This design comes from an exercise in tuning for small area, a short achievable clock period and few clock cycles per item on the open sky130 flow, not from production work. No activity file was given, so power comes from the tool's default toggle rates.

## main
==> flow/design.v <==
`timescale 1ns / 1ps
module automaton(
    input               clk,
    input               rst,
    input [31:0]        rule,
    output reg [5:0]    row,
    output reg [5:0]    col,
    output reg          world_we,
    input               world_in,
    output reg          world_out,
    output reg          update_done);
localparam P = 9;                
localparam L = 2 * P + 1;        
reg [L-1:0]  sr;                 
reg [63:0]   tb;                 
reg [2:0] rb;
reg [5:0] rc;
reg [2:0] ri;
reg       rs;
reg [2:0] cb;
reg [5:0] cc;
reg [2:0] ci;
reg       cs;
reg col0, col62, col63, band0, band7;
reg rd;          
reg pend;        
reg wsel2;       
reg active;      
reg ud1;
wire c_col63  = col63;
wire n_top    = cs;                                  
wire n_band0  = col63 ? band7 : band0;
wire n_nbit   = n_top ? (tb[1] & ~n_band0) : sr[P];
wire n_wbit   = (cs ? col63 : col0) ? 1'b0 : sr[2*P-1];
wire n_cbit   = sr[P-1];
wire n_sbit   = (~cs & (ci == 3'd6) & band7) ? 1'b0 : sr[P-2];
wire n_emask  = cs ? col62 : col63;
reg [1:0] rlk;       
reg       emask;     
wire new_bit  = (sr[0] & ~emask) ? rlk[1] : rlk[0];
wire flag     = active & ~cs & (new_bit ^ sr[P]);
wire next_w = rd ? pend : (wsel2 & pend);
wire c_last = band7 & col63 & cs;
always @(posedge clk) begin
    if (rd) begin
        sr <= {sr[L-2:0], world_in};
        if (cs)
            tb <= {sr[P+1], tb[63:1]};
        rlk <= {rule[{n_nbit, n_wbit, n_cbit, 1'b1, n_sbit}],
                rule[{n_nbit, n_wbit, n_cbit, 1'b0, n_sbit}]};
        emask <= n_emask;
    end
    if (rst) begin
        rb <= 3'd0; rc <= 6'd0; ri <= 3'd1; rs <= 1'b0;
        cb <= 3'd7; cc <= 6'd62; ci <= 3'd0; cs <= 1'b1;
        col0 <= 1'b0; col62 <= 1'b1; col63 <= 1'b0;
        band0 <= 1'b0; band7 <= 1'b1;
        row <= 6'd0; col <= 6'd0;
        world_we <= 1'b0;
        world_out <= 1'b0;
        rd <= 1'b1;
        pend <= 1'b0;
        wsel2 <= 1'b0;
        active <= 1'b0;
        ud1 <= 1'b0;
        update_done <= 1'b0;
    end else begin
        if (rd) begin
            if (cs) begin
                cs <= 1'b0;
                cc <= cc + 1'b1;
                col0 <= col63;
                col63 <= col62;
                col62 <= (cc == 6'd61);
                if (col63) begin
                    cb <= cb + 1'b1;
                    band0 <= band7;
                    band7 <= (cb == 3'd6);
                end
            end else begin
                ci <= ci + 1'b1;
                if (ci == 3'd7) cs <= 1'b1;
            end
            pend <= flag;
            wsel2 <= 1'b1;
            if (c_last) active <= 1'b1;
        end else begin
            wsel2 <= 1'b0;
            if (!wsel2) pend <= 1'b0;
        end
        ud1 <= rd & c_last & active;
        update_done <= ud1;
        world_we <= next_w;
        rd <= ~next_w;
        world_out <= ~sr[P+1];
        if (next_w) begin
            row <= {cb, ci - 3'd1};
            col <= cc;
        end else begin
            row <= rs ? {rb + 3'd1, 3'd0} : {rb, ri};
            col <= rc;
            if (rs) begin
                rs <= 1'b0;
                rc <= rc + 1'b1;
                if (rc == 6'd63) rb <= rb + 1'b1;
            end else begin
                ri <= ri + 1'b1;
                if (ri == 3'd7) rs <= 1'b1;
            end
        end
    end
end
endmodule
Settings: LEC_CHECK=0, ABC_CLOCK_PERIOD_IN_PS=1700, CAP_MARGIN=20, CORE_MARGIN=2, CORE_UTILIZATION=50, CTS_BUF_LIST=sky130_fd_sc_hd__clkbuf_4 sky130_fd_sc_hd__clkbuf_8, CTS_CLUSTER_DIAMETER=100, CTS_CLUSTER_SIZE=30, SETUP_SLACK_MARGIN=3.2, SLEW_MARGIN=20; clock period 5.0 ns.
standard.sh (not shown) runs the stock make flow with config.mk's settings and CLKGATE_MAP_FILE= SYNTH_SCRIPT=/design/flow/synth_recipe.tcl, a recipe that flattens the netlist after the stock synthesis.
==> flow/flow/run.sh <==
#!/bin/bash
# The standard layout (standard.sh) with three changes to how ORFS sizes cells
# and builds the clock tree:
#  - ports are buffered with buf_2 instead of the slow delay buffer that
#    buffer_ports picks by default;
#  - the resizer may swap cells of different footprints;
#  - clock tree synthesis adds no dummy loads.
set -euo pipefail
export BUFFER_PORTS_ARGS="-buffer_cell sky130_fd_sc_hd__buf_2"
export CTS_ARGS="-sink_clustering_enable -repair_clock_nets -sink_clustering_size 30 -sink_clustering_max_diameter 100 -buf_list {sky130_fd_sc_hd__clkbuf_4 sky130_fd_sc_hd__clkbuf_8} -dont_use_dummy_load"
sed 's/CLKGATE_MAP_FILE= /CLKGATE_MAP_FILE= MATCH_CELL_FOOTPRINT=0 /' standard.sh > standard_own.sh
grep -q MATCH_CELL_FOOTPRINT=0 standard_own.sh
bash standard_own.sh > standard.log 2>&1
Per the final summary, main finished and its layout is clean on timing, DRC and antenna.
### main -> the feature branch
--- a/flow/design.v
+++ b/flow/design.v
@@ -13,10 +13,6 @@
 localparam L = 2 * P + 1;        
 reg [L-1:0]  sr;                 
 reg [63:0]   tb;                 
-reg [2:0] rb;
-reg [5:0] rc;
-reg [2:0] ri;
-reg       rs;
 reg [2:0] cb;
 reg [5:0] cc;
 reg [2:0] ci;
@@ -27,7 +23,6 @@
 reg wsel2;       
 reg active;      
 reg ud1;
-wire c_col63  = col63;
 wire n_top    = cs;                                  
 wire n_band0  = col63 ? band7 : band0;
 wire n_nbit   = n_top ? (tb[1] & ~n_band0) : sr[P];
@@ -41,6 +36,13 @@
 wire flag     = active & ~cs & (new_bit ^ sr[P]);
 wire next_w = rd ? pend : (wsel2 & pend);
 wire c_last = band7 & col63 & cs;
+wire [3:0] rk   = cs ? 4'd8 : {1'b0, ci};
+wire [3:0] rt   = rk + 4'd1 + rd;
+wire       rw   = (rt >= 4'd9);
+wire [3:0] ridx = rw ? rt - 4'd9 : rt;
+wire [6:0] rcol = {1'b0, cc} + 7'd1 + rw;
+wire [2:0] rbnd = cb + rcol[6];
+wire [5:0] rrow = ridx[3] ? {rbnd + 3'd1, 3'd0} : {rbnd, ridx[2:0]};
 always @(posedge clk) begin
     if (rd) begin
         sr <= {sr[L-2:0], world_in};
@@ -51,7 +53,6 @@
         emask <= n_emask;
     end
     if (rst) begin
-        rb <= 3'd0; rc <= 6'd0; ri <= 3'd1; rs <= 1'b0;
         cb <= 3'd7; cc <= 6'd62; ci <= 3'd0; cs <= 1'b1;
         col0 <= 1'b0; col62 <= 1'b1; col63 <= 1'b0;
         band0 <= 1'b0; band7 <= 1'b1;
@@ -97,16 +98,8 @@
             row <= {cb, ci - 3'd1};
             col <= cc;
         end else begin
-            row <= rs ? {rb + 3'd1, 3'd0} : {rb, ri};
-            col <= rc;
-            if (rs) begin
-                rs <= 1'b0;
-                rc <= rc + 1'b1;
-                if (rc == 6'd63) rb <= rb + 1'b1;
-            end else begin
-                ri <= ri + 1'b1;
-                if (ri == 3'd7) rs <= 1'b1;
-            end
+            row <= rrow;
+            col <= rcol[5:0];
         end
     end
 end
--- outcome ---
main ended up with met2 as its global routing's busiest layer; the feature branch ended up with met1. The feature branch went all the way through synthesis, placement and routing and the layout is clean on timing, DRC and antenna. Measured against each other, the feature branch and main differ in leakage power figure, the higher figure coming from main. Per the comparison of the feature branch with main, adder and majority cell fraction of the synthesized area went up by 1.5 points; global-route wire length before repair went down by about 1.6%. Run comparison: the feature branch launch point of the critical path cs$_SDFFE_PP1P_; main launch point of the critical path ci[0]$_SDFFE_PP0P_. When the feature branch is measured against main, its share of the clock period used by the worst path after layout turns out 25 points higher. Compared with main, the feature branch shows total wirelength of the detailed-routed design that has gone up slightly. Number of core rows ends up lower on the feature branch. Against main, the feature branch comes in 0.13 ns lower on slew at the pin closest to its max-slew limit. Shortest clock period the worst path allows after layout: the feature branch worse than main.
No run of this note included a check of the RTL's function; only the layout flow was run.

==> static timing again, ports no longer ideal <==
Ports are ideal in the flow. The routed layouts listed here were re-timed in OpenROAD.
Step 1 assumes that a clkbuf_16 drives the clock port and a buf_2 every other input.
Step 2 also shifts input and output timing later by t, the mid clock arrival at the registers, as if the neighbouring blocks saw the same clock.
Slacks: ideal / step 1 / step 2; pairs: ideal / step 1.
run	t, ns	slack for setup (ns)	hold WS [ns]	worst data-port slew with drivers (ns)
main	0.441	3.118 / 3.109 / 2.863	0.407 / 0.407 / 0.407	0.04
the feature branch	0.444	1.872 / 1.872 / 1.872	0.410 / 0.410 / 0.410	0.04
After both steps every run listed still meets setup and hold. For main, which loses most, drivers alone change the setup slack by -0.009 ns; drivers and shift together by -0.255 ns.
